Source: an optimization exercise on an open RTL-to-GDS flow (aim: small area). Production flows keep margins and buffers that such runs may drop. At most, simulation tests tie the RTL to the original design; equivalence was not proved. No activity file was given, so power comes from the tool's default toggle rates.

== the reference run ==
==> module decoder, before the edit <==
module decoder(
    input clk,
    input rst,           
    input en,            
    input long_key,
    input short_key,
    input send,
    input back_space,
    input reset,
    input wr,            
    output reg [14:0] Y_led,
    output reg error_out_of_length,
    output error_character,
    output reg error_decode,
    output reg [3:0] cnt_character,
    output reg [5:0] code,
    output reg pend
);
reg [1:0] extra;
reg [2:0] k_long, k_short, k_back, k_send;
reg [3:0] k_reset;
wire full = error_out_of_length;
assign error_character = cnt_character[3];
wire run = en & ~rst;
wire h_long  = long_key & (&k_long);
wire h_short = short_key & (&k_short);
wire h_back  = back_space & (&k_back);
wire h_send  = send & (&k_send);
wire h_reset = k_reset[3] | (reset & (&k_reset[2:0]));
wire a_long  = run & h_long;
wire a_short = run & ~h_long & h_short;
wire a_back  = run & ~h_long & ~h_short & h_back;
wire a_send  = run & ~h_long & ~h_short & ~h_back & h_send;
wire a_reset = run & ~h_long & ~h_short & ~h_back & ~h_send & h_reset;
wire a_any   = run & (h_long | h_short | h_back | h_send | h_reset);
wire [15:0] z;
assign z[15] = 1'b1;
genvar g;
generate
    for (g = 0; g < 15; g = g + 1) begin : g_z
        assign z[g] = z[g + 1] & ~Y_led[g];
    end
endgenerate
wire [14:0] at;
assign at[0] = z[0];
assign at[1] = 1'b0;
generate
    for (g = 2; g < 15; g = g + 1) begin : g_at
        assign at[g] = Y_led[g - 2] & z[g - 1];
    end
endgenerate
wire empty = ~full & z[0];
localparam [63:0] CODE_OK = 64'hd101808b3fd7fffc;
wire code_ok = CODE_OK[code];
wire send_ok = ~cnt_character[3] & ~empty & (extra == 2'd0) & code_ok;
wire sent = a_send & send_ok;            
wire wipe = rst | a_reset | (a_send & ~send_ok);   
wire push_long  = a_long & ~full & ~at[14];
wire push_short = a_short & ~full;
wire push = push_long | push_short;
wire pop  = a_back & ~empty;
wire clear = rst | a_send | a_reset;     
reg [14:0] y_n;
integer i;
always @(*)
    for (i = 0; i < 15; i = i + 1)
        y_n[i] = (Y_led[i] & ~clear & ~(a_back & z[i < 14 ? i + 2 : 15]))
               | (push_long & (at[i] | (i > 0 ? at[i - 1] : 1'b0)))
               | (push_short & at[i]);
wire full_n = (a_long & (full | ~z[10]))
            | (a_short & (full | ~z[11]))
            | (full & ~rst & ~a_any);
wire more = code[5] | (extra != 2'd0);   
reg [5:0] code_n;
reg [1:0] extra_n;
always @(*) begin
    code_n = code;
    extra_n = extra;
    if (wipe) begin
        code_n = 6'd1;
        extra_n = 2'd0;
    end else if (push) begin
        if (pend)
            code_n = {5'b00001, a_long};
        else if (more)
            extra_n = extra + 2'd1;
        else
            code_n = {code[4:0], a_long};
    end else if (pop) begin
        if (extra != 2'd0)
            extra_n = extra - 2'd1;
        else
            code_n = {1'b0, code[5:1]};
    end else if (wr)
        code_n = 6'd1;
end
wire k_clr  = rst | a_any;
wire kr_clr = rst | (a_any & ~a_long);
wire ke = en;
always @(posedge clk) begin
    Y_led <= y_n;
    error_out_of_length <= full_n;
    code <= code_n;
    extra <= extra_n;
    pend <= ~rst & ~a_reset & (sent | (pend & ~wr));
    cnt_character <= {4{~rst & ~a_reset}} & (cnt_character + {3'd0, sent});
    error_decode <= ~rst & (en ? (a_send & ~send_ok & ~cnt_character[3]) : error_decode);
    k_long  <= {3{~k_clr}} & (k_long + {2'd0, long_key & ke});
    k_short <= {3{~k_clr}} & (k_short + {2'd0, short_key & ke});
    k_back  <= {3{~k_clr}} & (k_back + {2'd0, back_space & ke});
    k_send  <= {3{~k_clr}} & (k_send + {2'd0, send & ke});
    k_reset <= {4{~kr_clr}} & (k_reset + {3'd0, reset & ke & ~k_reset[3]});
end
endmodule
==> flow/config.mk <==
export PLATFORM = sky130hd
export DESIGN_NAME = morse_top
export DESIGN_NICKNAME = morse_top
export VERILOG_FILES = /design/flow/design.v
export SDC_FILE = /design/flow/constraint.sdc
export NUM_CORES = 4
export LEC_CHECK = 0
export ABC_AREA = 1
export CAP_MARGIN = 20
export CORE_MARGIN = 2
export CORE_UTILIZATION = 55
export SLEW_MARGIN = 20
export BUFFER_PORTS_ARGS = -buffer_cell sky130_fd_sc_hd__buf_1
export CTS_ARGS = -sink_clustering_enable -repair_clock_nets -dont_use_dummy_load -sink_clustering_size 12 -sink_clustering_max_diameter 60 -buf_list {sky130_fd_sc_hd__clkbuf_4 sky130_fd_sc_hd__clkbuf_8 sky130_fd_sc_hd__clkbuf_16}
==> flow/constraint.sdc <==
create_clock -name core_clock -period 20.0 [get_ports {clk}]
set_input_delay 4.0000 -clock core_clock [delete_from_list [all_inputs] [get_ports {clk}]]
set_output_delay 4.0000 -clock core_clock [all_outputs]
set_load 0.01 [all_outputs]
standard.sh (not shown) runs the stock make flow with config.mk's settings and CLKGATE_MAP_FILE= SYNTH_SCRIPT=/design/flow/synth_recipe.tcl, a recipe that flattens the netlist after the stock synthesis.
==> flow/flow/run.sh <==
#!/bin/bash
# Layout flow: the standard flow (standard.sh), with three changes.
#  1. Synthesis: the standard synthesis runs first.  Then its logic is made
#     again four ways, each keeping the standard synthesis's flip-flops (same
#     names, same cells):
#       std_deep0  the standard netlist's logic re-optimised by ABC
#                  (flow/abc_deep0.script),
#       rtl_deep0, rtl_deep2, rtl_nf
#                  design.v synthesised by Yosys as the standard synthesis
#                  does (synth -flatten -nofsm -noshare, registers renamed
#                  after their wires), its logic mapped by ABC with
#                  flow/abc_deep0.script, abc_deep2.script or abc_nf.script.
#     A candidate whose flip-flop names differ from the standard netlist's is
#     dropped; of the rest, the netlist with the smallest cell area (not
#     counting plain buffers, which the layout flow removes) goes on
#     through the rest of the standard flow (resynth_choice.txt says which).
#  2. Every port still gets its own buffer, a buf_1 instead of clkdlybuf4s50_1.
#  3. CTS builds the tree from small clock buffers, without dummy loads.
# Each tool's full output goes to a log here: make_synth.log, <candidate>.log,
# make_finish.log (ORFS also keeps each step's log under orfs/logs/).
set -euo pipefail
cat >> config.mk <<'EOC'
export BUFFER_PORTS_ARGS = -buffer_cell sky130_fd_sc_hd__buf_1
export CTS_ARGS = -sink_clustering_enable -repair_clock_nets -dont_use_dummy_load -sink_clustering_size 12 -sink_clustering_max_diameter 60 -buf_list {sky130_fd_sc_hd__clkbuf_4 sky130_fd_sc_hd__clkbuf_8 sky130_fd_sc_hd__clkbuf_16}
EOC
bash standard.sh synth > make_synth.log 2>&1

RES=orfs/results/${FLOW_PLATFORM}/morse_top/base
LIB=${FLOW_HOME}/platforms/${FLOW_PLATFORM}/lib/sky130_fd_sc_hd__tt_025C_1v80.lib
YOSYS=yosys
if [[ -x ${FLOW_HOME}/../tools/install/yosys/bin/yosys ]]; then
  YOSYS=${FLOW_HOME}/../tools/install/yosys/bin/yosys
fi
DONT_USE=""
for c in $(sed -n 's/^export DONT_USE_CELLS += *//p; /^ *sky130_fd_sc_hd__/p' ${FLOW_HOME}/platforms/${FLOW_PLATFORM}/config.mk | tr -d '\\'); do
  DONT_USE="$DONT_USE -dont_use $c"
done
cp ${RES}/1_2_yosys.v standard_1_2_yosys.v
FINISH="setundef -zero
splitnets
opt_clean -purge
hilomap -singleton -hicell sky130_fd_sc_hd__conb_1 HI -locell sky130_fd_sc_hd__conb_1 LO
insbuf -buf sky130_fd_sc_hd__buf_4 A X
rename -hide w:*\$func\$*
write_verilog -noattr -nohex -nodec"

# $1 candidate name, $2 ABC script
from_standard() {
  ${YOSYS} -l $1.log -p "
read_liberty -ignore_miss_func ${LIB}
blackbox sky130_fd_sc_hd__dfxtp_1
read_verilog standard_1_2_yosys.v
hierarchy -top ${FLOW_TOP}
flatten
opt -purge
techmap
opt -fast -purge
abc -script $2 -liberty ${LIB} ${DONT_USE}
${FINISH} $1.v
tee -o $1_stat.txt stat -liberty ${LIB}
" > /dev/null || true
}
from_rtl() {
  ${YOSYS} -l $1.log -p "
read_verilog -sv ${FLOW_DESIGN}
hierarchy -top ${FLOW_TOP}
synth -top ${FLOW_TOP} -flatten -nofsm -noshare
rename -wire
opt_clean -purge
dfflibmap -liberty ${LIB} ${DONT_USE}
abc -script $2 -liberty ${LIB} ${DONT_USE}
${FINISH} $1.v
tee -o $1_stat.txt stat -liberty ${LIB}
" > /dev/null || true
}
from_standard std_deep0 flow/abc_deep0.script &
from_rtl rtl_deep0 flow/abc_deep0.script &
from_rtl rtl_deep2 flow/abc_deep2.script &
from_rtl rtl_nf flow/abc_nf.script &
wait

flops() { grep -E '^ *sky130_fd_sc_hd__df' "$1" | awk '{print $1, $2}' | sort; }
flops standard_1_2_yosys.v > flops_standard.txt
best=""
best_area=""
for c in std_deep0 rtl_deep0 rtl_deep2 rtl_nf; do
  a=""
  if [[ -f $c.v && -f ${c}_stat.txt ]]; then
    # cell area less plain buffers, which the layout flow removes again
    a=$(awk '/Chip area for module/ {t = $NF} /sky130_fd_sc_hd__buf_[0-9]+$/ {b += $2} END {if (t != "") printf "%.4f", t - b}' ${c}_stat.txt)
    flops $c.v > flops_$c.txt
    if ! cmp -s flops_standard.txt flops_$c.txt; then
      echo "$c: flip-flops differ from the standard synthesis, dropped" >> resynth_choice.txt
      continue
    fi
  fi
  echo "$c: ${a:-failed}" >> resynth_choice.txt
  if [[ -n "$a" ]] && { [[ -z "$best" ]] || awk -v a="$a" -v b="$best_area" 'BEGIN{exit !(a < b)}'; }; then
    best=$c
    best_area=$a
  fi
done
if [[ -n "$best" ]]; then
  echo "chosen: $best ($best_area)" >> resynth_choice.txt
  cp $best.v ${RES}/1_2_yosys.v
  rm -f ${RES}/1_synth.odb ${RES}/1_synth.sdc
else
  echo "chosen: standard synthesis" >> resynth_choice.txt
fi
bash standard.sh finish > make_finish.log 2>&1
Other scripts of this flow, unchanged in this note and not shown: flow/flow/abc_deep0.script, flow/flow/abc_deep2.script, flow/flow/abc_nf.script
The reference run: all stages complete, timing, DRC and antenna checks passed
The inputs of the trial run differ from those of the reference run as listed below.
--- a/flow/design.v
+++ b/flow/design.v
@@ -17,7 +17,6 @@
     output reg [5:0] code,
     output reg pend
 );
-reg [1:0] extra;
 reg [2:0] k_long, k_short, k_back, k_send;
 reg [3:0] k_reset;
 wire full = error_out_of_length;
@@ -53,7 +52,10 @@
 wire empty = ~full & z[0];
 localparam [63:0] CODE_OK = 64'hd101808b3fd7fffc;
 wire code_ok = CODE_OK[code];
-wire send_ok = ~cnt_character[3] & ~empty & (extra == 2'd0) & code_ok;
+wire [2:0] longs = {2'd0, code[0]} + {2'd0, code[1]} + {2'd0, code[2]} + {2'd0, code[3]} + {2'd0, code[4]};
+wire [15:0] y_pad = {1'b0, Y_led};
+wire six = code[5] & y_pad[4'd10 + {1'b0, longs}];
+wire send_ok = ~cnt_character[3] & ~empty & ~six & code_ok;
 wire sent = a_send & send_ok;            
 wire wipe = rst | a_reset | (a_send & ~send_ok);   
 wire push_long  = a_long & ~full & ~at[14];
@@ -71,26 +73,18 @@
 wire full_n = (a_long & (full | ~z[10]))
             | (a_short & (full | ~z[11]))
             | (full & ~rst & ~a_any);
-wire more = code[5] | (extra != 2'd0);   
 reg [5:0] code_n;
-reg [1:0] extra_n;
 always @(*) begin
     code_n = code;
-    extra_n = extra;
-    if (wipe) begin
+    if (wipe)
         code_n = 6'd1;
-        extra_n = 2'd0;
-    end else if (push) begin
+    else if (push) begin
         if (pend)
             code_n = {5'b00001, a_long};
-        else if (more)
-            extra_n = extra + 2'd1;
-        else
+        else if (!code[5])
             code_n = {code[4:0], a_long};
     end else if (pop) begin
-        if (extra != 2'd0)
-            extra_n = extra - 2'd1;
-        else
+        if (!six)
             code_n = {1'b0, code[5:1]};
     end else if (wr)
         code_n = 6'd1;
@@ -102,7 +96,6 @@
     Y_led <= y_n;
     error_out_of_length <= full_n;
     code <= code_n;
-    extra <= extra_n;
     pend <= ~rst & ~a_reset & (sent | (pend & ~wr));
     cnt_character <= {4{~rst & ~a_reset}} & (cnt_character + {3'd0, sent});
     error_decode <= ~rst & (en ? (a_send & ~send_ok & ~cnt_character[3]) : error_decode);
Results
Maximum frequency: the trial run vs the reference run down 5.1%
From the reference run to the trial run the numbers moved as follows: register share of total power fell 0.4 points, count of nets after finishing rose 1.8%, multi-input logic cell count rose 12, global routing usage on met1 rose 0.43 points.
The trial run has fraction of standard cell area that is sequential below what the reference run had.
The number of DRC markers after the initial detailed-route iteration in the trial run was lower than what the reference run gave.
Cmp the trial run and the reference run / final design instance area without fill / lower: the reference run
The RTL of the trial run was laid out without a check of its function.

afterwards: timing with drivers on the ports:
The results above use ideal ports. As a check the final layouts listed here were re-extracted and re-timed, cells and wires unchanged.
Step 1, drivers: a clkbuf_16 drives clk and a buf_2 each remaining input, both assumed.
Step 2 times the ports against the registers' clock, not the clock port: input delays grow and output delays shrink by t, the midpoint of the rising clock arrivals with the driver on.
Three values: no drivers, after step 1, after step 2; two values: the first two.
run	t, ns	setup WS [ns]	worst setup path after step 2	worst register clock-pin slew, ns	worst data-port slew with drivers (ns)
the reference run	0.382	10.381 / 10.354 / 10.354	input to output	0.12 / 0.12	0.05
the trial run	0.382	9.869 / 9.849 / 9.849	input to output	0.11 / 0.11	0.04
After both steps every run listed still meets setup and hold. The setup slack of the reference run, which loses most, moves by -0.027 ns with the drivers and by -0.027 ns with both steps.
